What follows belongs to an exercise in optimizing a design on an open flow for small area, a short achievable clock period and few clock cycles per item; a production flow would make more cautious choices. RTL that was checked went through simulation tests only; none was proved equivalent to the original. Function not checked in runs 2 to 8: the RTL went through the layout flow alone. Power and IR drop assume default switching activity.

[design.v]
`timescale 1ns / 1ps
module lzss_decoder (
  input logic rst_,
  input logic clk,
  input logic literal,
  input logic data_ready,
  input logic [3*8-1:0] data_in,
  output logic new_data_ready,
  output logic data_valid,
  output logic [8-1:0] data_out
);
  localparam int WIN = 56;
  logic [7:0] hist [WIN-1:0];
  logic [7:0] rem;       
  logic       act;       
  logic       lit;       
  logic [7:0] lit_byte;
  logic [5:0] sel;       
  logic [5:0] dcnt;      
  logic       accept;
  logic [5:0] in_off;
  logic       in_far;
  logic [7:0] in_len;
  logic [7:0] nxt_rem;
  logic [7:0] byte_out;
  assign accept   = data_ready & new_data_ready;
  assign in_off   = data_in[5:0];
  assign in_far   = (|data_in[15:6]) | (data_in[5:3] == 3'b111);
  assign in_len   = data_in[23:16];
  assign byte_out = lit ? lit_byte : hist[sel];
  assign data_out = hist[0];
  always_comb begin
    if (accept)
      nxt_rem = literal ? 8'd1 : (in_far ? 8'd0 : in_len);
    else if (act)
      nxt_rem = rem - 8'd1;
    else
      nxt_rem = rem;
  end
  always_ff @(posedge clk) begin
    if (act) begin
      for (int i = WIN-1; i >= 1; i--) hist[i] <= hist[i-1];
      hist[0] <= byte_out;
    end
  end
  always_ff @(posedge clk) begin
    if (accept) begin
      lit      <= literal;
      lit_byte <= data_in[7:0];
      sel      <= in_off;
      dcnt     <= in_off;
    end else if (act) begin
      dcnt <= dcnt - 6'd1;
      if (dcnt == 6'd0) sel <= 6'd0;
    end
  end
  always_ff @(posedge clk) begin
    if (!rst_) begin
      rem            <= '0;
      act            <= 1'b0;
      new_data_ready <= 1'b1;
      data_valid     <= 1'b0;
    end else begin
      rem            <= nxt_rem;
      act            <= nxt_rem != 8'd0;
      new_data_ready <= nxt_rem <= 8'd1;
      data_valid     <= act;
    end
  end
endmodule
[run.sh]
#!/bin/bash
# synth_recipe.tcl (not shown) runs the flow's synth.tcl, then flattens the netlist and writes it again
# the make line also repeats each setting of config.mk as NAME=value (left out here)
make -C /OpenROAD-flow-scripts/flow DESIGN_CONFIG=/design/flow/config.mk WORK_HOME=/design/flow/orfs CLKGATE_MAP_FILE= SYNTH_SCRIPT=/design/flow/synth_recipe.tcl finish
[config.mk]
export PLATFORM = sky130hd
export DESIGN_NAME = lzss_decoder
export DESIGN_NICKNAME = lzss_decoder
export VERILOG_FILES = /design/flow/design.v
export SDC_FILE = /design/flow/constraint.sdc
export NUM_CORES = 4
export LEC_CHECK = 0
export CAP_MARGIN = 20
export CORE_MARGIN = 2
export CORE_UTILIZATION = 40
export SLEW_MARGIN = 20
[constraint.sdc]
create_clock -name core_clock -period 5.0 [get_ports {clk}]
set_input_delay 1.0000 -clock core_clock [delete_from_list [all_inputs] [get_ports {clk}]]
set_output_delay 1.0000 -clock core_clock [all_outputs]
set_load 0.01 [all_outputs]
==> impl_metrics.env, run 1 <==
export IMPL_timing_final_ws_setup_ns=1.30
export IMPL_chipWidth_um=221
export IMPL_synth_compound_area_share_pct=9.08
export IMPL_drv_slew=0
export IMPL_path_buf_inv=1
export IMPL_placed_cell_area_sq_um=20000
export IMPL_routed_via_count=12000
export IMPL_p_sw_mw=4.61
export IMPL_min_period_over_period_pct=74.0
export IMPL_clkPwrFrac_pct=24.3
export IMPL_fin_nets=1227
export IMPL_cp_slowest_cell="edfxtp_1"
export IMPL_synth_seq_area_share_pct=76.2
export IMPL_clkLatencyLatePin_ns=0.58
export IMPL_start_util_pct=40.4
export IMPL_yosysWarnings=2
export IMPL_powerDensity_nw_per_um2=671
export IMPL_post_place_ws_ns=1.38
export IMPL_cts_resized=0
export IMPL_synth_nets=1168
export IMPL_cp_arrival_ns=4.13
export IMPL_instances_no_fill=1838
export IMPL_wire_per_inst_um=31.3
export IMPL_synth_ff_type="edfxtp_1"
export IMPL_synth_top_family_by_area="simple AND/OR/NAND/NOR gates"
export IMPL_routed_via_density=6.55
export IMPL_die_h_um=221
export IMPL_synth_seq_cells=480
export IMPL_grt_overflow=0
export IMPL_synthMuxAreaShare_pct=2.26
export IMPL_p_seq_share_pct=58.8
export IMPL_grt_max_degree=183
export IMPL_power_leakage_nw=7.15
export IMPL_cp_top_family="compound AO/OA/AOI/OAI gates"
export IMPL_clk_pin_slew_ns=0.07
export IMPL_finalWirelength_um=57600
export IMPL_cts_buffer_depth=3
export IMPL_syn_area_sq_um=18800
export IMPL_placement_io_buffers=37
export IMPL_synth_cells=1137
export IMPL_syn_to_final_growth_pct=14.4
export IMPL_grt_pass1_wl_um=81600
export IMPL_hold_viol=0
export IMPL_drtAntennaViolNets=0
export IMPL_place_congestion=0.946
export IMPL_first_pass_iters=6
export IMPL_ys_types=71
export IMPL_cts_tree="done"
export IMPL_ir_drop_v=0.000539
export IMPL_cp_start_kind="register"
export IMPL_synthAdderAreaFrac_pct=0.200
export IMPL_p_total_mw=14.4
export IMPL_synthSimpleGateAreaFrac_pct=9.70
export IMPL_grt_pass1_vias=11600
export IMPL_cts_sinks=480
export IMPL_combPwrFrac_pct=16.8
export IMPL_dp_hpwl_um=36700
export IMPL_async_flop_share_pct=0
export IMPL_hold_class="reg2reg"
export IMPL_fmax_mhz=270
export IMPL_stdcell_area_sq_um=21500
export IMPL_die_area_sq_um=48700
export IMPL_antenna_found_initial=1
export IMPL_drt_iter0_markers=2080
export IMPL_core_area_sq_um=46500
export IMPL_p_sw_share_pct=32.1
export IMPL_post_cts_buffers=0
export IMPL_drive_gt1_share_pct=11.4
export IMPL_layout_min_cycle_time_ns=3.70
export IMPL_htree_levels=2
export IMPL_cp_end_kind="register"
export IMPL_synth_xor_area_share_pct=0.513
export IMPL_antennaDiodeCount=0
export IMPL_dpl_cell_count=1753
export IMPL_grtUsageTotal_pct=23.6
export IMPL_status="no timing/DRC/antenna violations"
export IMPL_critPathRequiredTime_ns=5.43
export IMPL_crit_type="reg2reg"
export IMPL_cpPeakStageDelay_ns=0.80
export IMPL_synth_edf_count=469
export IMPL_slew_headroom_pct=21.8
export IMPL_ctsHoldBuffers=0
export IMPL_crit_path_max_fanout=32
export IMPL_tightest_slew_ns=1.17
export IMPL_cts_buffers=47
export IMPL_rsz0062_at_grt="no"
export IMPL_p_int_mw=9.78
export IMPL_setup_viol=0
export IMPL_timing_hold_ws_ns=0.438
export IMPL_row_count=79
export IMPL_fin_tns_setup_ns=0
export IMPL_drv_cap=0
export IMPL_route_detailed_drc=0
export IMPL_skew_ns=0.0150
export IMPL_post_route_util_pct=46.2
export IMPL_crit_chain="buf_4 > and2_1 > a22o_1 > a211oi_1 > a2111oi_0 > nor3_1 > a21oi_1"
export IMPL_io_pins=38
export IMPL_cts_root_buf="clkbuf_16"
export IMPL_avgSynthCellArea_sq_um=16.5
## worst paths after layout
check | slack, ns | to | start | cells after the start
hold reg to reg | 0.44 | hist[52][0] | hist[51][0] | 0
setup reg to reg | 1.30 | hist[0][0] | sel[2] | 7
hold / removal | 0.44 | hist[52][0] | hist[51][0] | 0
setup / recovery | 1.30 | hist[0][0] | sel[2] | 7
## state kept, by name (all words and copies together), names as in the netlist
name,flops
hist,448
lit_byte,8
rem,8
dcnt,6
sel,6
act,1
data_valid,1
lit,1
new_data_ready,1
## synth_stat cells, drive strengths merged (4+ instances only)
library cell / n / area share [%]
edfxtp: 469 / 75
nand3: 71 / 1.9
a32oi: 64 / 3.0
and4b: 6 / 0.32
xnor2: 4 / 0.19
nand2b: 9 / 0.30
a21oi: 16 / 0.43
a211oi: 5 / 0.20
a221oi: 4 / 0.19
nand2: 24 / 0.52
inv: 8 / 0.16
a22o: 12 / 0.56
a32o: 4 / 0.21
o21ai: 10 / 0.27
nor2: 19 / 0.38
a21o: 4 / 0.16
a22oi: 33 / 1.3
dfxtp: 11 / 1.2
clkbuf: 29 / 0.58
nor4: 21 / 0.70
nand4: 29 / 0.97
nor4b: 5 / 0.47
xor2: 7 / 0.33
a31oi: 28 / 0.93
buf: 41 / 1.3
nor3: 28 / 0.88
nor4bb: 5 / 0.27
and3: 41 / 1.4
mux2i: 30 / 1.6
mux2: 11 / 0.66
a2111oi: 6 / 0.28
and2: 8 / 0.27
nor2b: 13 / 0.43
o22ai: 10 / 0.33
## per-layer routing
metal	track usage [%]	vias to the layer above	share of wire [%]
met3	7.19	236	13
met2	33.6	1017	42
met1	33.2	5939	39
li1	-	4839	-
met5	0	-	0.023
met4	10.7	2	5.6
## area by class of cell
class	instances	area (sq um)
fill	4007	25000
clock inverter	25	223
clock buffer	59	1260
timing repair buffer	80	722
sequential	480	14300
multi-input combinational	577	4160
tap	607	759
inverter	10	37.5
## power groups by stage
stage	registers, mW	logic, mW	clock network [mW]
detailed placement	8.45	2.36	0
global placement	8.46	2.34	0
floorplan	8.26	1.10	0
CTS	8.42	2.36	3.55
finish	8.47	2.43	3.50
global route	8.60	2.55	3.71
## cell families (layout without fill, tap and decap cells)
kind of cell / after synthesis / count (layout)
flip-flops: 480 / 480
AND/OR/NAND/NOR: 300 / 300
AO/OA/AOI/OAI: 222 / 222
buffers and inverters: 80 / 174
multiplexers: 41 / 41
XOR/XNOR: 11 / 11
adder cells (fa/ha/maj): 3 / 3
## cell usage in the layout, fill, tap and decap left out, drive strengths merged, types with 5 or more instances in the layout
master and n:
clkinv 20, and2 8, a31oi 28, a22o 12, edfxtp 469, o22ai 10, nand2b 9, a211oi 5
and4b 6, a21oi 16, a22oi 33, mux2i 30, xor2 7, nor4b 5, nor2b 13, nand4 29
inv 9, a32oi 64, buf 43, mux2 11, nor3 28, and3 41, nor4 21, nor2 19
clkbuf 59, nand3 71, nor4bb 5, dfxtp 11, nand2 24, o21ai 10, a2111oi 6, clkdlybuf4s50 37
## worst reg2reg max path: cells and delay by family (launching register included)
kind / cells / cell delay [ns]
AOI/OAI and AO/OA: 4 / 1.29
and+or+nand+nor: 2 / 0.87
DFF: 1 / 0.80
buffers and inverters: 1 / 0.59
Testbench counts, summed over its fixed seeds: cycles 20,574, bytes 20,566.
==> run 2: changes to the inputs <==
--- a/design.v
+++ b/design.v
@@ -12,10 +12,10 @@
   localparam int WIN = 56;
   logic [7:0] hist [WIN-1:0];
-  logic [7:0] rem;       
-  logic       act;       
-  logic       lit;       
-  logic [7:0] lit_byte;
-  logic [5:0] sel;       
-  logic [5:0] dcnt;      
+  logic [7:0]     rem;       
+  logic           act;       
+  logic           lit;       
+  logic [7:0]     lit_byte;
+  logic [WIN-1:0] sel;       
+  logic [5:0]     dcnt;      
   logic       accept;
   logic [5:0] in_off;
@@ -28,6 +28,10 @@
   assign in_far   = (|data_in[15:6]) | (data_in[5:3] == 3'b111);
   assign in_len   = data_in[23:16];
-  assign byte_out = lit ? lit_byte : hist[sel];
   assign data_out = hist[0];
+  always_comb begin
+    byte_out = lit ? lit_byte : 8'd0;
+    for (int i = 0; i < WIN; i++)
+      byte_out = byte_out | (sel[i] ? hist[i] : 8'd0);
+  end
   always_comb begin
     if (accept)
@@ -48,9 +52,9 @@
       lit      <= literal;
       lit_byte <= data_in[7:0];
-      sel      <= in_off;
       dcnt     <= in_off;
+      for (int i = 0; i < WIN; i++) sel[i] <= !literal && in_off == 6'(i);
     end else if (act) begin
       dcnt <= dcnt - 6'd1;
-      if (dcnt == 6'd0) sel <= 6'd0;
+      if (dcnt == 6'd0) sel <= WIN'(1);
     end
   end
--- a/config.mk
+++ b/config.mk
@@ -9,3 +9,4 @@
 export CORE_MARGIN = 2
 export CORE_UTILIZATION = 40
+export SETUP_SLACK_MARGIN = 2.6
 export SLEW_MARGIN = 20
==> impl_metrics.env, run 2 <==
export IMPL_synth_cells=1034
export IMPL_chipWidth_um=223
export IMPL_setup_viol=0
export IMPL_ctsHoldBuffers=0
export IMPL_cts_root_buf="clkbuf_16"
export IMPL_first_pass_iters=7
export IMPL_antenna_found_initial=1
export IMPL_avgSynthCellArea_sq_um=18.5
export IMPL_grt_pass1_wl_um=78200
export IMPL_synth_area_leader_cell="edfxtp_1"
export IMPL_async_flop_share_pct=0
export IMPL_status="no timing/DRC/antenna violations"
export IMPL_min_period_over_period_pct=48.2
export IMPL_clkLatencyLatePin_ns=0.60
export IMPL_critical_path_startpoint="sel[49]"
export IMPL_synth_edf_count=519
export IMPL_cts_tree="done"
export IMPL_wire_per_inst_um=32.2
export IMPL_ys_top_cells_by_area="edfxtp_1, a22o_1, a221oi_1"
export IMPL_hold_viol=0
export IMPL_hp_start="hist[7][3]"
export IMPL_place_congestion=0.839
export IMPL_cpPeakStageDelay_ns=0.81
export IMPL_cp_start_kind="register"
export IMPL_drive_gt1_share_pct=10.4
export IMPL_largest_register="hist"
export IMPL_hold_class="reg2reg"
export IMPL_routed_via_density=6.31
export IMPL_drtAntennaViolNets=0
export IMPL_die_h_um=223
export IMPL_dp_hpwl_um=32600
export IMPL_yosysWarnings=2
export IMPL_fmax_mhz=415
export IMPL_grt_overflow=0
export IMPL_synth_ff_type="edfxtp_1"
export IMPL_crit_type="reg2reg"
export IMPL_fin_tns_setup_ns=0
export IMPL_cts_buffers=52
export IMPL_syn_area_sq_um=19200
export IMPL_fin_nets=1127
export IMPL_drv_slew=0
export IMPL_synth_seq_cells=530
export IMPL_placement_io_buffers=37
export IMPL_grt_pass1_vias=10700
export IMPL_drt_iter0_markers=1881
export IMPL_p_total_mw=14.2
export IMPL_skew_ns=0.0223
export IMPL_grtUsageTotal_pct=22.6
export IMPL_cp_end_kind="register"
export IMPL_power_leakage_nw=6.95
export IMPL_critPathRequiredTime_ns=5.32
export IMPL_row_count=80
export IMPL_reg2reg_from="sel[49]"
export IMPL_reg_top3="hist x448, sel x56"
export IMPL_core_area_sq_um=47500
export IMPL_io_pins=38
export IMPL_routed_via_count=11100
export IMPL_syn_to_final_growth_pct=15.8
export IMPL_finalWirelength_um=56500
export IMPL_grt_max_degree=193
export IMPL_synth_most_common_cell="edfxtp_1"
export IMPL_cp_slowest_cell="edfxtp_1"
export IMPL_synth_top_cell_area_share_pct=81.3
export IMPL_ys_types=39
export IMPL_clk_pin_slew_ns=0.06
export IMPL_cp_arrival_ns=2.73
export IMPL_die_area_sq_um=49700
export IMPL_synth_seq_area_share_pct=82.4
export IMPL_yosys_top_cells_count="edfxtp_1, a22o_1, a221oi_1"
export IMPL_htree_levels=2
export IMPL_cts_buffer_depth=3
export IMPL_tightest_slew_ns=1.09
export IMPL_route_detailed_drc=0
export IMPL_drv_cap=0
export IMPL_slew_headroom_pct=27.4
export IMPL_layout_min_cycle_time_ns=2.41
export IMPL_rsz0062_at_grt="no"
export IMPL_start_util_pct=40.3
export IMPL_final_cell_mix="edfxtp_1, a22o_1, a221oi_1, nor2_1, clkbuf_16"
export IMPL_synth_nets=1065
export IMPL_final_common_cell="edfxtp_1"
export IMPL_ir_drop_v=0.000407
export IMPL_crit_chain="a22o_1 > a221oi_1 > nand4_1 > or4_1"
export IMPL_crit_path_max_fanout=8
export IMPL_cts_sinks=530
export IMPL_powerDensity_nw_per_um2=638
export IMPL_largest_reg_flops=448
## run 2: cell type report
cell class                      instances  area, sq um
Timing Repair Buffer                   74          748
Clock inverter                         34          368
Timing Repair inverter                  1         5.00
Inverter                                5         22.5
Clock buffer                           62         1360
Fill cell                            3969        25300
Tap cell                              615          769
Antenna cell                            1         2.50
Multi-Input combinational cell        432         3120
Sequential cell                       530        15800
## run 2: final timing paths
check,to,cells after the start,slack [ns]
max,hist[0][5],4,2.59
min,hist[8][3],0,0.43
max reg2reg,hist[0][5],4,2.59
min reg2reg,hist[8][3],0,0.43
## run 2: logic make-up after synthesis
kind of cell    after synthesis  synth area share, %
flops                       530                 82.4
compound gates              247                 11.0
fa+ha+maj                     3                0.196
xor+xnor                     12                0.548
simple gates                170                 4.37
buf+inv                      72                 1.50
## run 2: routing by layer
metal | vias to the layer above | part of all wire, % | global-route usage [%]
met1 | 5627 | 37 | 30.7
met2 | 868 | 44 | 32.7
met3 | 111 | 16 | 8.92
met4 | 2 | 3.3 | 8.79
li1 | 4455 | - | -
met5 | - | 0.028 | 0
## run 2: power by group
group / internal [mW] / total, mW / switching [mW]
logic: 0.709 / 1.85 / 1.14
registers: 6.91 / 8.31 / 1.40
clock network: 2.35 / 4.00 / 1.65
total: 9.97 / 14.2 / 4.19
## run 2: what timing repair did
action                                  4_1_cts  5_1_grt
pin swaps                                     1        0
endpoints found under the setup margin      221      183
cloned                                        1        1
hold endpoints to repair                      0        0
buffers inserted                              7       25
gates resized for setup                      15        5
## run 2: per-stage QoR
step / setup WS (ns) / hold WS (ns) / cells / utilization, % / cell area [sq um]
global route: 2.61 / 0.447 / 1753 / 46.7 / 22200
global placement: 1.75 / 0.428 / 1623 / 42.3 / 20100
CTS: 2.60 / 0.438 / 1727 / 46.1 / 21900
finish: 2.59 / 0.433 / 1754 / 46.7 / 22200
detailed placement: 1.70 / 0.434 / 1623 / 42.3 / 20100
floorplan: -0.667 / 0.426 / 1034 / - / 19200
## run 2: critical path: cells and delay by family (launching register included)
kind	cells	cell delay (ns)
compound gates	2	0.64
flops	1	0.81
simple gates	2	0.69
==> run 3: changes to the inputs <==
--- a/config.mk
+++ b/config.mk
@@ -9,4 +9,4 @@
 export CORE_MARGIN = 2
 export CORE_UTILIZATION = 40
-export SETUP_SLACK_MARGIN = 2.6
+export SETUP_SLACK_MARGIN = 3.0
 export SLEW_MARGIN = 20
==> impl_metrics.env, run 3 <==
export IMPL_critical_path_endpoint="data_out[7]"
export IMPL_routed_via_count=11900
export IMPL_post_place_ws_ns=1.73
export IMPL_syn_area_sq_um=19200
export IMPL_ys_top_cells_by_area="edfxtp_1, a22o_1, a221oi_1"
export IMPL_critical_path_startpoint="hist[0][7]"
export IMPL_timing_final_ws_setup_ns=2.75
export IMPL_die_h_um=223
export IMPL_grtUsageTotal_pct=23.6
export IMPL_drt_iter0_markers=1848
export IMPL_skew_ns=0.0188
export IMPL_start_util_pct=40.3
export IMPL_clk_pin_slew_ns=0.07
export IMPL_grt_overflow=0
export IMPL_layout_min_cycle_time_ns=2.25
export IMPL_grt_pass1_wl_um=82000
export IMPL_fmax_mhz=444
export IMPL_cpPeakStageDelay_ns=0.48
export IMPL_cp_depth=1
export IMPL_routed_via_density=6.20
export IMPL_powerDensity_nw_per_um2=621
export IMPL_tightest_slew_ns=1.35
export IMPL_synth_most_common_cell="edfxtp_1"
export IMPL_finalWirelength_um=59700
export IMPL_synth_nets=1065
export IMPL_r2r_end="hist[0][5]"
export IMPL_rsz0062_at_grt="yes"
export IMPL_syn_to_final_growth_pct=25.5
export IMPL_crit_type="reg2out"
export IMPL_cp_arrival_ns=1.25
export IMPL_cts_tree="done"
export IMPL_status="no timing/DRC/antenna violations"
export IMPL_ctsHoldBuffers=0
export IMPL_hold_class="reg2reg"
export IMPL_largest_register="hist"
export IMPL_first_pass_iters=6
export IMPL_grt_pass1_vias=11500
export IMPL_cp_end_kind="output port"
export IMPL_drv_slew=0
export IMPL_io_pins=38
export IMPL_final_common_cell="edfxtp_1"
export IMPL_cp_slowest_cell="edfxtp_1"
export IMPL_avgSynthCellArea_sq_um=18.5
export IMPL_synth_cells=1034
export IMPL_grt_max_degree=210
export IMPL_critPathRequiredTime_ns=4.00
export IMPL_power_leakage_nw=7.99
export IMPL_r2r_worst_path_cells=5
export IMPL_yosys_top_cells_count="edfxtp_1, a22o_1, a221oi_1"
export IMPL_crit_chain="buf_2"
export IMPL_n_fill_cell=3750
export IMPL_htree_levels=2
export IMPL_cts_buffer_depth=3
export IMPL_min_period_over_period_pct=45.1
export IMPL_drtAntennaViolNets=0
export IMPL_cp_top_family="flip-flops"
export IMPL_cp_start_kind="register"
export IMPL_path_buf_inv=1
export IMPL_drv_cap=0
export IMPL_wire_per_inst_um=31.1
export IMPL_final_cell_mix="edfxtp_1, buf_4, a22o_1, nor2_1, a221oi_2"
export IMPL_synth_seq_cells=530
export IMPL_fin_nets=1296
export IMPL_reg2reg_from="sel[47]"
export IMPL_post_route_util_pct=50.6
export IMPL_hold_viol=0
export IMPL_antennaDiodeCount=0
export IMPL_p_total_mw=14.9
export IMPL_ff2ff_setup_slack_ns=2.93
export IMPL_synth_area_leader_cell="edfxtp_1"
export IMPL_die_area_sq_um=49700
export IMPL_cts_root_buf="clkbuf_16"
export IMPL_core_area_sq_um=47500
export IMPL_route_detailed_drc=0
export IMPL_synth_seq_area_share_pct=82.4
export IMPL_stdcell_area_sq_um=24100
export IMPL_fin_tns_setup_ns=0
export IMPL_row_count=80
export IMPL_synth_top_cell_area_share_pct=81.3
export IMPL_place_congestion=0.858
export IMPL_largest_reg_flops=448
export IMPL_dp_hpwl_um=32900
export IMPL_placement_io_buffers=37
export IMPL_slew_headroom_pct=10.1
export IMPL_ir_drop_v=0.000541
export IMPL_setup_viol=0
export IMPL_reg_top3="hist x448, sel x56"
export IMPL_antenna_found_initial=0
export IMPL_placed_cell_area_sq_um=20100
export IMPL_async_flop_share_pct=0
export IMPL_cts_sinks=530
export IMPL_cts_buffers=51
export IMPL_synth_edf_count=519
export IMPL_drive_gt1_share_pct=29.0
export IMPL_crit_path_max_fanout=2
export IMPL_synth_ff_type="edfxtp_1"
export IMPL_chipWidth_um=223
export IMPL_yosysWarnings=2
export IMPL_ys_types=39
export IMPL_clkLatencyLatePin_ns=0.60
run 3: cell counts after synthesis:
Identical to the previous run, type by type.
run 3: stage by stage:
| step | std cells | hold WS (ns) |
|---|---|---|
| global placement | 1624 | 0.428 |
| finish | 1921 | 0.437 |
| floorplan | 1034 | 0.426 |
| CTS | 1898 | 0.443 |
| global route | 1921 | 0.452 |
| detailed placement | 1624 | 0.435 |
run 3: cells by family (layout without fill, tap and decap cells):
kind of cell,Yosys count,in the layout,share of synthesized area (%)
DFF,530,530,82.4
AOI/OAI and AO/OA,247,247,11.0
and+or+nand+nor,170,170,4.37
buffers and inverters,72,344,1.50
xor gates and xnor gates,12,12,0.548
adders and majority gates,3,3,0.196
run 3: worst min path at each step:
stage | end | startpoint | cells after the start
finish | hist[53][3] | hist[52][3] | 0
global route | hist[46][3] | hist[45][3] | 0
CTS | hist[53][3] | hist[52][3] | 0
detailed placement | hist[16][7] | hist[15][7] | 0
global placement | hist[22][3] | hist[21][3] | 0
floorplan | hist[11][0] | hist[10][0] | 0
run 3: timing repair:
item | in CTS | in global routing
cloned | 1 | 0
endpoints found under the setup margin | 519 | 86
resized for setup | 92 | 92
setup buffers | 179 | 23
pin swaps | 10 | 18
run 3: area by class of cell:
cell class | count | area, sq um | area share [%]
timing repair buffer | 244 | 2160 | 8.99
clock buffer | 62 | 1360 | 5.65
timing repair inverter | 1 | 5.00 | 0.0208
clock inverter | 32 | 363 | 1.51
multi-input combinational | 432 | 3570 | 14.8
inverter | 5 | 22.5 | 0.0936
tap | 615 | 769 | 3.20
sequential | 530 | 15800 | 65.7
run 3: where the power goes:
| group | leakage [nW] | switching, mW | internal (mW) |
|---|---|---|---|
| logic | 2.30 | 1.87 | 1.16 |
| clock network | 0.833 | 1.67 | 2.35 |
| registers | 4.85 | 0.962 | 6.93 |
run 3: routing by layer:
metal  vias to the layer above  wire length, um  track usage (%)
met1                      5998            22100             31.5
met3                       139             8700             8.85
met5                         -                0                0
met4                         0             2470             10.7
li1                       4796                -                -
met2                       969            26400             34.5
==> run 4: changes to the inputs <==
--- a/design.v
+++ b/design.v
@@ -22,4 +22,6 @@
   logic       in_far;
   logic [7:0] in_len;
+  logic       in_copy;       
+  logic       last;          
   logic [7:0] nxt_rem;
   logic [7:0] byte_out;
@@ -28,4 +30,6 @@
   assign in_far   = (|data_in[15:6]) | (data_in[5:3] == 3'b111);
   assign in_len   = data_in[23:16];
+  assign in_copy  = !literal && !in_far && in_len != 8'd0;
+  assign last     = act && rem == 8'd1;
   assign data_out = hist[0];
   always_comb begin
@@ -36,5 +40,5 @@
   always_comb begin
     if (accept)
-      nxt_rem = literal ? 8'd1 : (in_far ? 8'd0 : in_len);
+      nxt_rem = literal ? 8'd1 : (in_copy ? in_len : 8'd0);
     else if (act)
       nxt_rem = rem - 8'd1;
@@ -43,18 +47,27 @@
   end
   always_ff @(posedge clk) begin
+    hist[0] <= byte_out;
     if (act) begin
       for (int i = WIN-1; i >= 1; i--) hist[i] <= hist[i-1];
-      hist[0] <= byte_out;
     end
   end
   always_ff @(posedge clk) begin
     if (accept) begin
-      lit      <= literal;
       lit_byte <= data_in[7:0];
       dcnt     <= in_off;
-      for (int i = 0; i < WIN; i++) sel[i] <= !literal && in_off == 6'(i);
     end else if (act) begin
       dcnt <= dcnt - 6'd1;
-      if (dcnt == 6'd0) sel <= WIN'(1);
+    end
+  end
+  always_ff @(posedge clk) begin
+    if (!rst_) begin
+      lit <= 1'b0;
+      sel <= WIN'(1);
+    end else if (accept) begin
+      lit <= literal;
+      for (int i = 0; i < WIN; i++) sel[i] <= in_copy ? in_off == 6'(i) : (i == 0 && !literal);
+    end else if (last || (act && dcnt == 6'd0)) begin
+      lit <= 1'b0;
+      sel <= WIN'(1);
     end
   end
==> impl_metrics.env, run 4 <==
export IMPL_reg2reg_from="rem[3]"
export IMPL_slew_headroom_pct=32.5
export IMPL_post_route_util_pct=48.1
export IMPL_yosysWarnings=2
export IMPL_die_area_sq_um=49400
export IMPL_synth_top_cell_area_share_pct=71.6
export IMPL_timing_hold_ws_ns=0.435
export IMPL_cts_buffer_depth=3
export IMPL_avgSynthCellArea_sq_um=17.7
export IMPL_chipWidth_um=222
export IMPL_synth_area_leader_cell="edfxtp_1"
export IMPL_route_detailed_drc=0
export IMPL_synth_nets=1105
export IMPL_r2r_end="sel[3]"
export IMPL_cp_arrival_ns=2.56
export IMPL_grt_pass1_wl_um=82200
export IMPL_dp_hpwl_um=33500
export IMPL_synth_edf_count=454
export IMPL_tightest_slew_ns=1.01
export IMPL_reg_top3="hist x448, sel x56"
export IMPL_hold_depth=0
export IMPL_cts_sinks=530
export IMPL_place_congestion=0.831
export IMPL_drive_gt1_share_pct=21.5
export IMPL_critPathRequiredTime_ns=5.47
export IMPL_antennaDiodeCount=0
export IMPL_power_leakage_nw=7.43
export IMPL_grt_pass1_vias=11300
export IMPL_ys_types=50
export IMPL_synth_ff_type="edfxtp_1"
export IMPL_critical_path_startpoint="rem[3]"
export IMPL_cts_tree="done"
export IMPL_rsz0062_at_grt="yes"
export IMPL_cp_start_kind="register"
export IMPL_synth_most_common_cell="edfxtp_1"
export IMPL_ir_drop_v=0.000379
export IMPL_routed_via_count=11800
export IMPL_fin_tns_setup_ns=0
export IMPL_crit_type="reg2reg"
export IMPL_critical_path_endpoint="sel[3]"
export IMPL_final_cell_mix="edfxtp_1, a22o_1, a221oi_1, dfxtp_2, clkbuf_16"
export IMPL_htree_levels=2
export IMPL_first_pass_iters=6
export IMPL_start_util_pct=40.7
export IMPL_antenna_found_initial=0
export IMPL_setup_viol=0
export IMPL_hold_class="reg2reg"
export IMPL_grtUsageTotal_pct=23.5
export IMPL_powerDensity_nw_per_um2=594
export IMPL_ys_top_cells_by_area="edfxtp_1, dfxtp_1, a221oi_1"
export IMPL_synth_seq_area_share_pct=79.6
export IMPL_finalWirelength_um=59200
export IMPL_fmax_mhz=479
export IMPL_synth_cells=1074
export IMPL_r2r_worst_path_cells=5
export IMPL_drv_slew=0
export IMPL_clkLatencyLatePin_ns=0.60
export IMPL_drt_iter0_markers=1812
export IMPL_fin_nets=1175
export IMPL_ff2ff_setup_slack_ns=2.91
export IMPL_seqCellArea_sq_um=15200
export IMPL_cp_end_kind="register"
export IMPL_core_area_sq_um=46800
export IMPL_crit_path_max_fanout=8
export IMPL_final_common_cell="edfxtp_1"
export IMPL_hold_viol=0
export IMPL_multi_input_area_sq_um=3820
export IMPL_min_period_over_period_pct=41.8
export IMPL_grt_overflow=0
export IMPL_grt_max_degree=181
export IMPL_async_flop_share_pct=0
export IMPL_drv_cap=0
export IMPL_post_place_ws_ns=1.07
export IMPL_syn_area_sq_um=19000
export IMPL_syn_to_final_growth_pct=18.3
export IMPL_cts_root_buf="clkbuf_16"
export IMPL_drtAntennaViolNets=0
export IMPL_timing_final_ws_setup_ns=2.91
export IMPL_cts_buffers=52
export IMPL_routed_via_density=6.56
export IMPL_status="no timing/DRC/antenna violations"
export IMPL_largest_register="hist"
export IMPL_synth_seq_cells=530
export IMPL_wire_per_inst_um=33.0
export IMPL_row_count=79
export IMPL_layout_min_cycle_time_ns=2.09
export IMPL_placement_io_buffers=37
export IMPL_skew_ns=0.0224
export IMPL_n_fill_cell=3864
export IMPL_yosys_top_cells_count="edfxtp_1, a221oi_1, a22o_1"
export IMPL_io_pins=38
export IMPL_die_h_um=222
export IMPL_largest_reg_flops=448
export IMPL_clk_pin_slew_ns=0.06
## run 4: where the power goes
part / switching (mW) / internal [mW]
sequential: 1.02 / 7.06
clock: 1.66 / 2.18
combinational: 0.933 / 0.515
## run 4: stage by stage
| step | std cells | cell area, sq um | power, mW |
|---|---|---|---|
| after CTS | 1778 | 22200 | 13.3 |
| after detailed placement | 1648 | 20000 | 9.25 |
| after floorplan | 1074 | 19100 | 8.53 |
| final | 1792 | 22500 | 13.4 |
| after global placement | 1648 | 20000 | 9.21 |
| after global routing | 1792 | 22500 | 13.9 |
## run 4: worst max-delay path, stage by stage, from the launching register on
cell,delay [ns]
dfxtp_2,0.37
or4_4,0.57
o32a_1,0.38
o211a_4,0.31
buf_12,0.15
a32o_1,0.20
## run 4: area by class of cell
cell class / instances / area share, %
flip-flops and latches: 530 / 67.7
multi-input cells: 460 / 17.0
clock buffers: 79 / 6.86
repair buffers: 92 / 4.37
well taps: 607 / 3.37
clock inverters: 16 / 0.506
inverters: 8 / 0.222
## run 4: cells by family (layout without fill, tap and decap cells)
group	count (synthesis)	after routing	synth area share [%]
XOR/XNOR	7	7	0.322
buffers and inverters	87	195	1.93
adder cells (fa/ha/maj)	3	3	0.197
AO/OA/AOI/OAI	315	317	14.0
AND/OR/NAND/NOR	132	133	3.92
flip-flops	530	530	79.6
## run 4: worst min-delay path by stage
stage | start | to
after floorplan | hist[19][6] | hist[20][6]
final | hist[53][7] | hist[54][7]
after CTS | hist[53][7] | hist[54][7]
after global routing | hist[53][7] | hist[54][7]
after detailed placement | hist[51][3] | hist[52][3]
after global placement | hist[21][0] | hist[22][0]
## run 4: routing by layer
metal	track usage (%)	vias up	routed length, um
met1	32.9	6026	22700
met2	33.9	858	25300
met5	0	-	0
li1	-	4712	-
met3	7.57	167	8550
met4	9.70	0	2690
## run 4: repair_timing
action / 4_1_cts / 5_1_grt
gates resized for setup: 156 / 60
hold buffers: 0 / 0
pin swaps: 19 / 8
gates cloned: 5 / 3
endpoints found under the setup margin: 165 / 136
setup buffers: 30 / 11
==> run 5: changes to the inputs <==
--- a/config.mk
+++ b/config.mk
@@ -9,4 +9,6 @@
 export CORE_MARGIN = 2
 export CORE_UTILIZATION = 40
+export CTS_CLUSTER_DIAMETER = 80
+export CTS_CLUSTER_SIZE = 25
 export SETUP_SLACK_MARGIN = 3.0
 export SLEW_MARGIN = 20
==> impl_metrics.env, run 5 <==
export IMPL_synth_edf_count=454
export IMPL_clkLatencyLatePin_ns=0.60
export IMPL_ir_drop_v=0.000379
export IMPL_crit_type="reg2reg"
export IMPL_hold_depth=0
export IMPL_clk_pin_slew_ns=0.10
export IMPL_stdcell_area_sq_um=21500
export IMPL_synth_seq_area_share_pct=79.6
export IMPL_r2r_worst_path_cells=7
export IMPL_power_leakage_nw=6.93
export IMPL_die_area_sq_um=49400
export IMPL_synth_seq_cells=530
export IMPL_min_to="hist[32][0]"
export IMPL_fin_nets=1143
export IMPL_synth_cells=1074
export IMPL_wire_per_inst_um=33.4
export IMPL_final_cell_mix="edfxtp_1, a22o_1, a221oi_1, dfxtp_2, nand4_1"
export IMPL_hp_start="hist[31][0]"
export IMPL_powerDensity_nw_per_um2=550
export IMPL_syn_to_final_growth_pct=13.2
export IMPL_placement_io_buffers=37
export IMPL_fmax_mhz=477
export IMPL_drt_iter0_markers=2031
export IMPL_cts_tree="done"
export IMPL_cts_buffers=25
export IMPL_synth_nets=1105
export IMPL_place_congestion=0.831
export IMPL_core_area_sq_um=46800
export IMPL_io_pins=38
export IMPL_drive_gt1_share_pct=17.2
export IMPL_layout_min_cycle_time_ns=2.10
export IMPL_hold_class="reg2reg"
export IMPL_drv_slew=0
export IMPL_status="no timing/DRC/antenna violations"
export IMPL_synth_most_common_cell="edfxtp_1"
export IMPL_r2r_end="sel[3]"
export IMPL_yosys_top_cells_count="edfxtp_1, a221oi_1, a22o_1"
export IMPL_ff2ff_setup_slack_ns=2.90
export IMPL_drv_cap=0
export IMPL_largest_reg_flops=448
export IMPL_hold_viol=0
export IMPL_finalWirelength_um=57900
export IMPL_grt_max_degree=181
export IMPL_cts_buffer_depth=3
export IMPL_tightest_slew_ns=1.07
export IMPL_rsz0062_at_grt="yes"
export IMPL_antenna_found_initial=3
export IMPL_avgSynthCellArea_sq_um=17.7
export IMPL_grtUsageTotal_pct=23.0
export IMPL_largest_register="hist"
export IMPL_reg2reg_from="dcnt[0]"
export IMPL_synth_ff_type="edfxtp_1"
export IMPL_routed_via_count=11600
export IMPL_setup_viol=0
export IMPL_ys_top_cells_by_area="edfxtp_1, dfxtp_1, a221oi_1"
export IMPL_crit_path_max_fanout=8
export IMPL_dp_hpwl_um=33500
export IMPL_drtAntennaViolNets=0
export IMPL_n_fill_cell=3938
export IMPL_multi_input_area_sq_um=3810
export IMPL_critPathRequiredTime_ns=5.47
export IMPL_route_detailed_drc=0
export IMPL_cp_arrival_ns=2.57
export IMPL_cp_start_kind="register"
export IMPL_syn_area_sq_um=19000
export IMPL_slew_headroom_pct=28.4
export IMPL_placed_cell_area_sq_um=20000
export IMPL_skew_ns=0.0276
export IMPL_die_h_um=222
export IMPL_cp_end_kind="register"
export IMPL_async_flop_share_pct=0
export IMPL_grt_overflow=0
export IMPL_chipWidth_um=222
export IMPL_synth_area_leader_cell="edfxtp_1"
export IMPL_htree_levels=1
export IMPL_grt_pass1_wl_um=80900
export IMPL_ys_types=50
export IMPL_synth_top_cell_area_share_pct=71.6
export IMPL_min_period_over_period_pct=41.9
export IMPL_cts_sinks=530
export IMPL_fin_tns_setup_ns=0
export IMPL_grt_pass1_vias=11000
export IMPL_reg_top3="hist x448, sel x56"
export IMPL_seqCellArea_sq_um=15200
export IMPL_row_count=79
export IMPL_first_pass_iters=7
export IMPL_start_util_pct=40.7
export IMPL_routed_via_density=6.67
export IMPL_cts_root_buf="clkbuf_16"
export IMPL_ctsHoldBuffers=0
export IMPL_yosysWarnings=2
export IMPL_final_common_cell="edfxtp_1"
-- run 5: cell count changes in the layout (fill, tap and decap cells not counted), moves of 3 or more --
cell | previous run | this run
clkbuf_16 | 57 | 26
dfxtp_2 | 58 | 52
clkinv_1 | 5 | 0
clkbuf_1 | 15 | 11
buf_4 | 36 | 31
dlygate4sd2_1 | 7 | 10
clkbuf_8 | 10 | 0
clkinv_2 | 6 | 0
dfxtp_1 | 16 | 21
-- run 5: timing repair --
action,in CTS,in global routing
pin swaps,19,5
cloned,7,1
resized for setup,166,39
setup buffers,30,6
setup endpoints to repair,145,114
-- run 5: routing by layer --
layer  GRT usage [%]  vias up  wire, um
li1                -     4613         -
met1            33.2     5925     22300
met2            34.0      889     25200
met3            5.51      136      7850
met4            8.39        0      2510
met5               0        -         0
-- run 5: how the worst max path moves through the flow --
stage | slack (ns) | end | cells after the start | startpoint
final | 2.90 | sel[3] | 7 | dcnt[0]
after global routing | 2.84 | sel[3] | 7 | dcnt[1]
after CTS | 2.90 | sel[3] | 7 | dcnt[1]
after detailed placement | 1.07 | sel[19] | 6 | data_in[7]
after global placement | 1.11 | sel[19] | 6 | data_in[7]
after floorplan | 0.38 | act | 5 | act
-- run 5: report_power, final --
part           internal, mW  switching (mW)  leakage [nW]
combinational         0.521           0.924          1.55
clock                 0.973            1.37         0.350
sequential             7.04            1.01          5.03
-- run 5: stage by stage --
stage                     power (mW)  utilization (%)  instances  hold WS (ns)  setup WS, ns
after floorplan                 8.53                -       1074         0.426         0.376
after global placement          9.21             42.7       1648         0.429          1.11
after detailed placement        9.25             42.7       1648         0.434          1.07
after CTS                       11.8             45.6       1725         0.433          2.90
after global routing            12.3             46.1       1734         0.452          2.84
final                           11.8             46.1       1734         0.442          2.90
-- run 5: cells by family after synthesis --
family                     share of synthesized area [%]
and+or+nand+nor                                     3.92
buffers and inverters                               1.93
adders and majority gates                          0.197
AOI/OAI and AO/OA                                   14.0
DFF                                                 79.6
xor gates and xnor gates                           0.322
-- run 5: worst max-delay path: stages (launching register included) --
cell and delay (ns):
edfxtp_1 0.40, inv_1 0.08, ha_2 0.18, or4b_4 0.47, o32a_1 0.20, o211a_4 0.31
buf_12 0.16, a32o_1 0.20
-- run 5: final cells by class --
| class | count | area share (%) |
|---|---|---|
| Clock buffer | 36 | 3.10 |
| Multi-Input combinational cell | 460 | 17.7 |
| Clock inverter | 4 | 0.227 |
| Tap cell | 607 | 3.53 |
| Antenna cell | 2 | 0.0232 |
| Sequential cell | 530 | 70.7 |
| Timing Repair Buffer | 87 | 4.50 |
| Inverter | 8 | 0.215 |
==> run 6: changes to the inputs <==
--- a/config.mk
+++ b/config.mk
@@ -9,6 +9,6 @@
 export CORE_MARGIN = 2
 export CORE_UTILIZATION = 40
-export CTS_CLUSTER_DIAMETER = 80
-export CTS_CLUSTER_SIZE = 25
+export CTS_CLUSTER_DIAMETER = 50
+export CTS_CLUSTER_SIZE = 30
 export SETUP_SLACK_MARGIN = 3.0
 export SLEW_MARGIN = 20
==> impl_metrics.env, run 6 <==
export IMPL_yosys_top_cells_count="edfxtp_1, a221oi_1, a22o_1"
export IMPL_r2r_worst_path_cells=7
export IMPL_cp_depth=7
export IMPL_grt_max_degree=181
export IMPL_cts_tree="done"
export IMPL_synth_cells=1074
export IMPL_fin_nets=1169
export IMPL_status="no timing/DRC/antenna violations"
export IMPL_cts_buffer_depth=3
export IMPL_rsz0062_at_grt="yes"
export IMPL_critical_path_endpoint="sel[3]"
export IMPL_route_detailed_drc=0
export IMPL_layout_min_cycle_time_ns=2.15
export IMPL_placement_io_buffers=37
export IMPL_route_met2_wl_um=25900
export IMPL_instances_no_fill=1779
export IMPL_die_h_um=222
export IMPL_crit_chain="inv_1 > ha_2 > or4b_4 > o32a_1 > o211a_4 > buf_12 > a32o_1"
export IMPL_ys_top_cells_by_area="edfxtp_1, dfxtp_1, a221oi_1"
export IMPL_ir_drop_v=0.000390
export IMPL_syn_area_sq_um=19000
export IMPL_reg2reg_from="dcnt[0]"
export IMPL_r2r_end="sel[3]"
export IMPL_cp_start_kind="register"
export IMPL_drtAntennaViolNets=0
export IMPL_slew_headroom_pct=29.4
export IMPL_syn_to_final_growth_pct=18.7
export IMPL_synth_most_common_cell="edfxtp_1"
export IMPL_synth_edf_count=454
export IMPL_drv_cap=0
export IMPL_crit_path_max_fanout=8
export IMPL_wire_per_inst_um=33.5
export IMPL_yosysWarnings=2
export IMPL_critPathRequiredTime_ns=5.48
export IMPL_hold_viol=0
export IMPL_ff2ff_setup_slack_ns=2.85
export IMPL_cpPeakStageDelay_ns=0.47
export IMPL_ys_types=50
export IMPL_cp_end_kind="register"
export IMPL_final_cell_mix="edfxtp_1, a22o_1, a221oi_1, dfxtp_2, clkbuf_16"
export IMPL_dp_hpwl_um=33500
export IMPL_path_buf_inv=2
export IMPL_hp_start="hist[44][3]"
export IMPL_row_count=79
export IMPL_synth_ff_type="edfxtp_1"
export IMPL_dr_max_layer_used="met4"
export IMPL_cts_buffers=42
export IMPL_avgSynthCellArea_sq_um=17.7
export IMPL_reg_top3="hist x448, sel x56"
export IMPL_async_flop_share_pct=0
export IMPL_skew_ns=0.0365
export IMPL_critical_path_startpoint="dcnt[0]"
export IMPL_clk_pin_slew_ns=0.10
export IMPL_route_layer_met1_wl_um=22600
export IMPL_tightest_slew_ns=1.06
export IMPL_clkLatencyLatePin_ns=0.60
export IMPL_drv_slew=0
export IMPL_grt_pass1_vias=11300
export IMPL_synth_nets=1105
export IMPL_dpl_cell_count=1648
export IMPL_route_met3_wl_um=8380
export IMPL_crit_type="reg2reg"
export IMPL_largest_register="hist"
export IMPL_antennaDiodeCount=0
export IMPL_routed_via_density=6.64
export IMPL_synth_seq_area_share_pct=79.6
export IMPL_drt_iter0_markers=1887
export IMPL_start_util_pct=40.7
export IMPL_hold_class="reg2reg"
export IMPL_grt_pass1_wl_um=82900
export IMPL_synth_area_leader_cell="edfxtp_1"
export IMPL_first_pass_iters=5
export IMPL_cp_slowest_cell="or4b_4"
export IMPL_die_area_sq_um=49400
export IMPL_core_area_sq_um=46800
export IMPL_antenna_found_initial=1
export IMPL_setup_viol=0
export IMPL_grtUsageTotal_pct=23.7
export IMPL_grt_overflow=0
export IMPL_place_congestion=0.831
export IMPL_htree_levels=2
export IMPL_min_period_over_period_pct=43.1
export IMPL_ctsHoldBuffers=0
export IMPL_powerDensity_nw_per_um2=585
export IMPL_largest_reg_flops=448
export IMPL_routed_via_count=11800
export IMPL_cts_sinks=530
export IMPL_synth_top_cell_area_share_pct=71.6
export IMPL_finalWirelength_um=59600
export IMPL_power_leakage_nw=7.44
export IMPL_cp_arrival_ns=2.63
export IMPL_fmax_mhz=464
export IMPL_synth_seq_cells=530
export IMPL_io_pins=38
export IMPL_final_common_cell="edfxtp_1"
export IMPL_cp_top_family="compound AO/OA/AOI/OAI gates"
export IMPL_drive_gt1_share_pct=23.5
export IMPL_cts_root_buf="clkbuf_16"
export IMPL_chipWidth_um=222
export IMPL_fin_tns_setup_ns=0
run 6: cell counts after synthesis:
No cell type changed its count.
run 6: cell type report:
cell class | count | area, sq um
clock buffers | 44 | 1070
clock inverters | 34 | 483
repair buffers | 96 | 1040
fillers | 3838 | 24100
multi-input cells | 460 | 3970
well taps | 607 | 759
inverters | 8 | 46.3
flip-flops and latches | 530 | 15200
run 6: how the worst min path moves through the flow:
stage,to,depth (start not counted)
finish,hist[45][3],0
global route,hist[45][3],0
floorplan,hist[20][6],0
detailed placement,hist[52][3],0
CTS,hist[45][3],0
global placement,hist[22][0],0
run 6: logic make-up (layout without fill, tap and decap cells):
logic type                 count (synthesis)  after routing  share of synthesized area (%)
xor gates and xnor gates                   7              7                          0.322
AOI/OAI and AO/OA                        315            317                           14.0
buffers and inverters                     87            182                           1.93
adders and majority gates                  3              3                          0.197
and+or+nand+nor                          132            133                           3.92
DFF                                      530            530                           79.6
run 6: worst reg2reg max path, delay by kind of cell (launching register included):
kind | cells | cell delay, ns
AOI/OAI and AO/OA | 3 | 0.77
adders and majority gates | 1 | 0.18
buffers and inverters | 2 | 0.26
DFF | 1 | 0.40
and+or+nand+nor | 1 | 0.47
run 6: through the flow:
step	utilization (%)	area [sq um]	worst slack [ns]	hold WS [ns]	total power, mW
2_1_floorplan	-	19100	0.376	0.426	8.53
3_3_place_gp	42.7	20000	1.11	0.429	9.21
3_5_place_dp	42.7	20000	1.07	0.434	9.25
4_1_cts	47.7	22300	2.89	0.425	13.2
5_1_grt	48.3	22600	2.80	0.431	13.7
6_report	48.3	22600	2.85	0.432	13.2
run 6: what timing repair did:
action,CTS,global route
endpoints found under the setup margin,260,82
pin swaps,22,18
gates cloned,8,2
gates resized for setup,188,55
buffers inserted,35,8
run 6: per-layer routing:
metal / vias up / global-route usage, %
met2: 917 / 34.8
li1: 4703 / -
met4: 0 / 8.89
met1: 6028 / 33.8
met5: - / 0
met3: 162 / 6.14
run 6: power by group:
| part | leakage [nW] | total [mW] | switching, mW | internal [mW] |
|---|---|---|---|---|
| Combinational | 1.66 | 1.51 | 0.973 | 0.538 |
| Sequential | 5.03 | 8.05 | 1.00 | 7.05 |
| Clock | 0.746 | 3.67 | 1.93 | 1.74 |
| Total | 7.44 | 13.2 | 3.91 | 9.33 |
==> run 7: changes to the inputs <==
==> design.v (replaced) <==
`timescale 1ns / 1ps
module lzss_decoder (
  input logic rst_,
  input logic clk,
  input logic literal,
  input logic data_ready,
  input logic [3*8-1:0] data_in,
  output logic new_data_ready,
  output logic data_valid,
  output logic [8-1:0] data_out
);
  localparam int WIN = 56;
  logic       t_valid;
  logic       t_lit;       
  logic       t_copy;      
  logic [7:0] t_byte;      
  logic [7:0] t_len;
  logic [7:0] hist [WIN-1:0];
  logic [7:0]     rem;       
  logic           act;       
  logic           e_free;    
  logic           lit;       
  logic [7:0]     e_byte;    
  logic [WIN-1:0] sel;       
  logic           clr;       
  logic       accept;
  logic       e_load;
  logic       in_far;
  logic       in_copy;
  logic [7:0] nxt_rem;
  logic [5:0] nxt_dcnt;
  logic       nxt_t_valid;
  logic [7:0] byte_out;
  assign accept   = data_ready & new_data_ready;
  assign e_load   = t_valid & e_free;
  assign in_far   = (|data_in[15:6]) | (data_in[5:3] == 3'b111);
  assign in_copy  = !literal && !in_far && data_in[23:16] != 8'd0;
  assign data_out = hist[0];
  always_comb begin
    byte_out = lit ? e_byte : 8'd0;
    for (int i = 0; i < WIN; i++)
      byte_out = byte_out | (sel[i] ? hist[i] : 8'd0);
  end
  always_comb begin
    if (e_load)
      nxt_rem = t_lit ? 8'd1 : (t_copy ? t_len : 8'd0);
    else if (act)
      nxt_rem = rem - 8'd1;
    else
      nxt_rem = rem;
    nxt_dcnt    = e_load ? t_byte[5:0] : e_byte[5:0] - 6'd1;
    nxt_t_valid = accept | (t_valid & !e_free);
  end
  always_ff @(posedge clk) begin
    if (accept) begin
      t_lit  <= literal;
      t_copy <= in_copy;
      t_byte <= data_in[7:0];
      t_len  <= data_in[23:16];
    end
  end
  always_ff @(posedge clk) begin
    hist[0] <= byte_out;
    if (act) begin
      for (int i = WIN-1; i >= 1; i--) hist[i] <= hist[i-1];
    end
  end
  always_ff @(posedge clk) begin
    e_byte <= {e_load ? t_byte[7:6] : e_byte[7:6], nxt_dcnt};
  end
  always_ff @(posedge clk) begin
    if (!rst_) begin
      lit <= 1'b0;
      sel <= WIN'(1);
    end else if (e_load) begin
      lit <= t_lit;
      for (int i = 0; i < WIN; i++) sel[i] <= t_copy ? t_byte[5:0] == 6'(i) : (i == 0 && !t_lit);
    end else if (clr) begin
      lit <= 1'b0;
      sel <= WIN'(1);
    end
  end
  always_ff @(posedge clk) begin
    if (!rst_) begin
      t_valid        <= 1'b0;
      rem            <= '0;
      act            <= 1'b0;
      e_free         <= 1'b1;
      clr            <= 1'b0;
      new_data_ready <= 1'b1;
      data_valid     <= 1'b0;
    end else begin
      t_valid        <= nxt_t_valid;
      rem            <= nxt_rem;
      act            <= nxt_rem != 8'd0;
      e_free         <= nxt_rem <= 8'd1;
      clr            <= nxt_rem == 8'd1 || (nxt_rem != 8'd0 && nxt_dcnt == 6'd0);
      new_data_ready <= !nxt_t_valid || nxt_rem <= 8'd1;
      data_valid     <= act;
    end
  end
endmodule
--- a/config.mk
+++ b/config.mk
@@ -9,6 +9,6 @@
 export CORE_MARGIN = 2
 export CORE_UTILIZATION = 40
-export CTS_CLUSTER_DIAMETER = 50
-export CTS_CLUSTER_SIZE = 30
-export SETUP_SLACK_MARGIN = 3.0
+export CTS_CLUSTER_DIAMETER = 80
+export CTS_CLUSTER_SIZE = 25
+export SETUP_SLACK_MARGIN = 3.3
 export SLEW_MARGIN = 20
==> impl_metrics.env, run 7 <==
export IMPL_status="no timing/DRC/antenna violations"
export IMPL_synth_top_cell_area_share_pct=70.7
export IMPL_cpPeakStageDelay_ns=0.40
export IMPL_slew_headroom_pct=61.6
export IMPL_synth_top_family_by_area="compound AO/OA/AOI/OAI gates"
export IMPL_drv_slew=0
export IMPL_r2r_worst_path_cells=5
export IMPL_row_count=80
export IMPL_reg2reg_from="rem[4]"
export IMPL_synth_area_leader_cell="edfxtp_1"
export IMPL_critPathRequiredTime_ns=4.00
export IMPL_path_buf_inv=1
export IMPL_p_sw_mw=3.86
export IMPL_cp_top_family="flip-flops"
export IMPL_cts_tree="done"
export IMPL_seqCellArea_sq_um=15800
export IMPL_hold_depth=0
export IMPL_hold_class="reg2reg"
export IMPL_min_period_over_period_pct=41.8
export IMPL_drt_iter0_markers=1972
export IMPL_finalWirelength_um=61700
export IMPL_synth_nets=1167
export IMPL_largest_reg_flops=448
export IMPL_crit_chain="buf_6"
export IMPL_grt_max_degree=179
export IMPL_syn_to_final_growth_pct=20.7
export IMPL_htree_levels=1
export IMPL_p_sw_share_pct=29.8
export IMPL_avgSynthCellArea_sq_um=17.2
export IMPL_drv_cap=0
export IMPL_start_util_pct=40.7
export IMPL_async_flop_share_pct=0
export IMPL_cp_arrival_ns=1.09
export IMPL_clkPwrFrac_pct=18.7
export IMPL_routed_via_density=6.50
export IMPL_synth_most_common_cell="edfxtp_1"
export IMPL_reg_top3="hist x448, sel x56"
export IMPL_dpl_cell_count=1718
export IMPL_synth_compound_area_share_pct=13.2
export IMPL_critical_path_startpoint="hist[0][6]"
export IMPL_final_cell_mix="edfxtp_1, buf_4, a22o_1, a22oi_1, nor2_1"
export IMPL_p_int_mw=9.10
export IMPL_synth_seq_cells=545
export IMPL_placed_cell_area_sq_um=20500
export IMPL_cp_end_kind="output port"
export IMPL_clk_pin_slew_ns=0.09
export IMPL_grt_pass1_wl_um=82500
export IMPL_antenna_found_initial=0
export IMPL_ys_types=51
export IMPL_route_detailed_drc=0
export IMPL_syn_area_sq_um=19500
export IMPL_synth_ff_type="edfxtp_1"
export IMPL_crit_path_max_fanout=3
export IMPL_ctsHoldBuffers=0
export IMPL_setup_viol=0
export IMPL_min_to="e_byte[7]"
export IMPL_dp_hpwl_um=33700
export IMPL_synth_edf_count=460
export IMPL_yosys_top_cells_count="edfxtp_1, a221oi_1, a22o_1"
export IMPL_powerDensity_nw_per_um2=550
export IMPL_cp_start_kind="register"
export IMPL_skew_ns=0.0205
export IMPL_instances_no_fill=1903
export IMPL_routed_via_count=12400
export IMPL_rsz0062_at_grt="yes"
export IMPL_multi_input_area_sq_um=4290
export IMPL_layout_min_cycle_time_ns=2.09
export IMPL_clkLatencyLatePin_ns=0.60
export IMPL_wire_per_inst_um=32.4
export IMPL_p_seq_share_pct=66.2
export IMPL_synth_cells=1137
export IMPL_hp_start="t_byte[7]"
export IMPL_fin_nets=1302
export IMPL_ir_drop_v=0.000293
export IMPL_die_area_sq_um=50600
export IMPL_drive_gt1_share_pct=27.7
export IMPL_fmax_mhz=479
export IMPL_stdcell_area_sq_um=23600
export IMPL_hold_viol=0
export IMPL_fin_tns_setup_ns=0
export IMPL_synthMuxAreaShare_pct=0.0769
export IMPL_post_route_util_pct=49.1
export IMPL_ys_top_cells_by_area="edfxtp_1, dfxtp_1, a221oi_1"
export IMPL_place_congestion=0.836
export IMPL_final_common_cell="edfxtp_1"
export IMPL_synth_seq_area_share_pct=79.5
export IMPL_n_fill_cell=3883
export IMPL_cts_root_buf="clkbuf_16"
export IMPL_combPwrFrac_pct=15.1
export IMPL_synthAdderAreaFrac_pct=0.128
export IMPL_timing_hold_ws_ns=0.427
export IMPL_crit_type="reg2out"
export IMPL_cts_sinks=545
export IMPL_cts_buffer_depth=3
export IMPL_r2r_end="clr"
export IMPL_post_place_ws_ns=2.33
export IMPL_cts_buffers=26
export IMPL_grt_overflow=0
export IMPL_yosysWarnings=2
export IMPL_timing_final_ws_setup_ns=2.91
export IMPL_core_area_sq_um=47900
export IMPL_synthSimpleGateAreaFrac_pct=5.06
export IMPL_cp_slowest_cell="dfxtp_4"
export IMPL_drtAntennaViolNets=0
export IMPL_placement_io_buffers=37
export IMPL_p_total_mw=13.0
export IMPL_first_pass_iters=5
export IMPL_die_h_um=225
export IMPL_largest_register="hist"
export IMPL_io_pins=38
export IMPL_tightest_slew_ns=0.571
export IMPL_power_leakage_nw=7.96
export IMPL_chipWidth_um=225
export IMPL_synth_xor_area_share_pct=0.359
export IMPL_grtUsageTotal_pct=23.1
export IMPL_ff2ff_setup_slack_ns=2.92
export IMPL_grt_pass1_vias=11400
-- run 7: cell families (layout without fill, tap and decap cells) --
kind of cell,count (synthesis),in the layout
multiplexers,1,1
AO/OA/AOI/OAI,312,312
adder cells (fa/ha/maj),2,2
flip-flops,545,545
XOR/XNOR,8,8
buffers and inverters,85,232
other,0,1
AND/OR/NAND/NOR,184,187
-- run 7: final cells by class --
type	instances	area share, %
Antenna cell	1	0.0106
Clock buffer	40	3.12
Clock inverter	3	0.138
Inverter	8	0.255
Multi-Input combinational cell	510	18.2
Sequential cell	545	66.9
Tap cell	615	3.27
Timing Repair Buffer	181	8.13
-- run 7: repair_timing --
action                                  4_1_cts  5_1_grt
gates cloned                                  5        5
endpoints found under the setup margin      165      317
hold endpoints to repair                      0        0
setup buffers                                41       90
pin swaps                                    12       36
gates resized for setup                     219       91
-- run 7: power groups by stage --
stage	sequential (mW)	combinational (mW)	clock, mW
finish	8.57	1.96	2.42
global route	8.72	2.09	2.59
global placement	8.52	1.37	0
detailed placement	8.56	1.39	0
CTS	8.48	1.72	2.46
floorplan	8.47	0.611	0
-- run 7: per-layer routing --
| layer | global-route usage (%) | up-vias | part of all wire (%) |
|---|---|---|---|
| met1 | 32.7 | 6252 | 39 |
| met4 | 8.72 | 0 | 4.5 |
| met3 | 6.28 | 152 | 13 |
| met2 | 34.1 | 947 | 44 |
| li1 | - | 5012 | - |
| met5 | 0 | - | 0 |
-- run 7: worst max path at each step --
stage | end | slack (ns) | depth (start not counted)
2_1_floorplan | clr | 0.005 | 5
3_3_place_gp | new_data_ready | 2.37 | 4
3_5_place_dp | new_data_ready | 2.33 | 4
4_1_cts | data_out[6] | 2.89 | 1
5_1_grt | data_out[6] | 2.89 | 1
6_report | data_out[6] | 2.91 | 1
==> run 8: changes to the inputs <==
--- a/config.mk
+++ b/config.mk
@@ -11,4 +11,4 @@
 export CTS_CLUSTER_DIAMETER = 80
 export CTS_CLUSTER_SIZE = 25
-export SETUP_SLACK_MARGIN = 3.3
+export SETUP_SLACK_MARGIN = 3.0
 export SLEW_MARGIN = 20
==> impl_metrics.env, run 8 <==
export IMPL_status="no timing/DRC/antenna violations"
export IMPL_finalWirelength_um=58600
export IMPL_clk_pin_slew_ns=0.10
export IMPL_drt_iter0_markers=1731
export IMPL_skew_ns=0.0299
export IMPL_crit_chain="buf_6"
export IMPL_cp_arrival_ns=1.09
export IMPL_yosys_top_cells_count="edfxtp_1, a221oi_1, a22o_1"
export IMPL_cp_end_kind="output port"
export IMPL_cpPeakStageDelay_ns=0.37
export IMPL_cts_sinks=545
export IMPL_synth_edf_count=460
export IMPL_cts_buffers=27
export IMPL_powerDensity_nw_per_um2=585
export IMPL_grt_overflow=0
export IMPL_dp_hpwl_um=34000
export IMPL_setup_viol=0
export IMPL_async_flop_share_pct=0
export IMPL_fmax_mhz=479
export IMPL_multi_input_area_sq_um=3800
export IMPL_drive_gt1_share_pct=14.1
export IMPL_chipWidth_um=225
export IMPL_path_buf_inv=1
export IMPL_tightest_slew_ns=1.11
export IMPL_crit_type="reg2out"
export IMPL_hold_class="reg2reg"
export IMPL_routed_via_density=6.58
export IMPL_crit_path_max_fanout=2
export IMPL_largest_register="hist"
export IMPL_yosysWarnings=2
export IMPL_slew_headroom_pct=26.2
export IMPL_ctsHoldBuffers=0
export IMPL_row_count=80
export IMPL_io_pins=38
export IMPL_placement_io_buffers=37
export IMPL_ir_drop_v=0.000302
export IMPL_die_h_um=225
export IMPL_synth_area_leader_cell="edfxtp_1"
export IMPL_start_util_pct=40.7
export IMPL_clkLatencyLatePin_ns=0.61
export IMPL_synth_cells=1137
export IMPL_critPathRequiredTime_ns=4.00
export IMPL_first_pass_iters=5
export IMPL_synth_nets=1167
export IMPL_grt_pass1_vias=11200
export IMPL_p_total_mw=12.7
export IMPL_seqCellArea_sq_um=15600
export IMPL_cp_start_kind="register"
export IMPL_drv_cap=0
export IMPL_syn_to_final_growth_pct=11.4
export IMPL_min_period_over_period_pct=41.8
export IMPL_synth_top_cell_area_share_pct=70.7
export IMPL_htree_levels=1
export IMPL_largest_reg_flops=448
export IMPL_synth_seq_area_share_pct=79.5
export IMPL_ys_types=51
export IMPL_fin_nets=1189
export IMPL_core_area_sq_um=47900
export IMPL_synth_ff_type="edfxtp_1"
export IMPL_cp_slowest_cell="dfxtp_4"
export IMPL_syn_area_sq_um=19500
export IMPL_n_fill_cell=4100
export IMPL_route_detailed_drc=0
export IMPL_reg_top3="hist x448, sel x56"
export IMPL_grt_max_degree=165
export IMPL_place_congestion=0.864
export IMPL_synth_seq_cells=545
export IMPL_routed_via_count=11800
export IMPL_final_cell_mix="edfxtp_1, a22o_1, a221oi_1, a22oi_1, nor2_1"
export IMPL_ff2ff_setup_slack_ns=2.94
export IMPL_hold_viol=0
export IMPL_grt_pass1_wl_um=81200
export IMPL_cts_buffer_depth=3
export IMPL_final_common_cell="edfxtp_1"
export IMPL_layout_min_cycle_time_ns=2.09
export IMPL_drv_slew=0
export IMPL_die_area_sq_um=50600
export IMPL_ys_top_cells_by_area="edfxtp_1, dfxtp_1, a221oi_1"
export IMPL_avgSynthCellArea_sq_um=17.2
export IMPL_wire_per_inst_um=32.6
export IMPL_fin_tns_setup_ns=0
export IMPL_cts_tree="done"
export IMPL_antenna_found_initial=1
export IMPL_grtUsageTotal_pct=22.8
export IMPL_cts_root_buf="clkbuf_16"
export IMPL_cp_top_family="flip-flops"
export IMPL_drtAntennaViolNets=0
export IMPL_power_leakage_nw=7.05
export IMPL_rsz0062_at_grt="yes"
export IMPL_synth_most_common_cell="edfxtp_1"
==> run 8: layer usage <==
| layer | track usage [%] | routed length [um] |
|---|---|---|
| met1 | 31.3 | 23100 |
| met2 | 34.7 | 26200 |
| met3 | 6.66 | 6990 |
| met4 | 7.95 | 2330 |
| met5 | 0 | 0 |
==> run 8: cells by family (layout without fill, tap and decap cells) <==
logic type | Yosys count | count (layout) | share of synthesized area [%]
adder cells (fa/ha/maj) | 2 | 2 | 0.128
flip-flops | 545 | 545 | 79.5
XOR/XNOR | 8 | 8 | 0.359
multiplexers | 1 | 1 | 0.0769
other | 0 | 3 | 0
AO/OA/AOI/OAI | 312 | 312 | 13.2
buffers and inverters | 85 | 126 | 1.68
AND/OR/NAND/NOR | 184 | 186 | 5.06
==> run 8: path summary, 6_finish.rpt <==
| check | start | endpoint | depth (start not counted) |
|---|---|---|---|
| setup / recovery | hist[0][4] | data_out[4] | 1 |
| hold / removal | t_byte[6] | e_byte[6] | 0 |
| hold reg to reg | t_byte[6] | e_byte[6] | 0 |
| setup reg to reg | rem[4] | clr | 5 |
==> run 8: timing repair <==
action / in CTS / in global routing
gates cloned: 1 / 2
endpoints found under the setup margin: 461 / 231
pin swaps: 5 / 6
resized for setup: 98 / 32
setup buffers: 20 / 5
==> run 8: per-stage QoR <==
stage	hold WS, ns	area [sq um]	util [%]	instances	worst slack (ns)
after floorplan	0.400	19600	-	1137	0.00546
after global placement	0.405	20500	42.7	1717	2.01
after detailed placement	0.405	20500	42.7	1717	1.96
after CTS	0.428	21600	45.0	1788	2.89
after global routing	0.431	21700	45.3	1795	2.88
final	0.428	21700	45.4	1798	2.91
==> run 8: layout make-up <==
type	count	area share [%]
Antenna cell	3	0.0345
Clock buffer	44	3.41
Clock inverter	6	0.345
Inverter	8	0.167
Multi-Input combinational cell	509	17.5
Sequential cell	545	71.7
Tap cell	615	3.54
Timing Repair Buffer	68	3.28
==> run 8: power breakdown <==
part	internal, mW	total (mW)	switching (mW)
Combinational	0.612	1.70	1.09
Sequential	7.33	8.51	1.18
Clock	1.06	2.51	1.45

[separate check: timing with driven ports]
Ports are ideal in the flow. The routed layouts listed here were re-timed in OpenROAD. Step 1 assumes that a clkbuf_16 drives the clock port and a buf_2 every other input. Step 2 times the ports against the registers' clock, not the clock port: input delays grow and output delays shrink by t, the midpoint of the rising clock arrivals with the driver on. Three values: ideal, step 1, step 2; two values: the first two.
| run | shift t [ns] | setup WS [ns] | worst setup path at the end | clock arrival spread, ns | slew at the worst register clock pin (ns) |
|---|---|---|---|---|---|
| run 1 | 0.630 | 1.300 / 1.300 / 1.300 | register to register | 0.026 / 0.026 | 0.07 / 0.07 |
| run 2 | 0.647 | 2.590 / 2.590 / 2.098 | input to register | 0.024 / 0.024 | 0.06 / 0.06 |
| run 3 | 0.639 | 2.747 / 2.692 / 2.433 | input to register | 0.029 / 0.029 | 0.07 / 0.07 |
| run 4 | 0.639 | 2.911 / 2.891 / 2.340 | input to register | 0.023 / 0.023 | 0.07 / 0.07 |
| run 5 | 0.636 | 2.903 / 2.876 / 2.300 | input to register | 0.028 / 0.028 | 0.10 / 0.10 |
| run 6 | 0.640 | 2.847 / 2.847 / 2.284 | input to register | 0.043 / 0.042 | 0.10 / 0.10 |
| run 7 | 0.639 | 2.911 / 2.857 / 2.669 | input to register | 0.021 / 0.021 | 0.10 / 0.10 |
| run 8 | 0.654 | 2.910 / 2.853 / 2.505 | input to register | 0.030 / 0.030 | 0.11 / 0.11 |
After both steps every run listed still meets setup and hold. For run 5, which loses most, drivers alone change the setup slack by -0.027 ns; drivers and shift together by -0.603 ns.
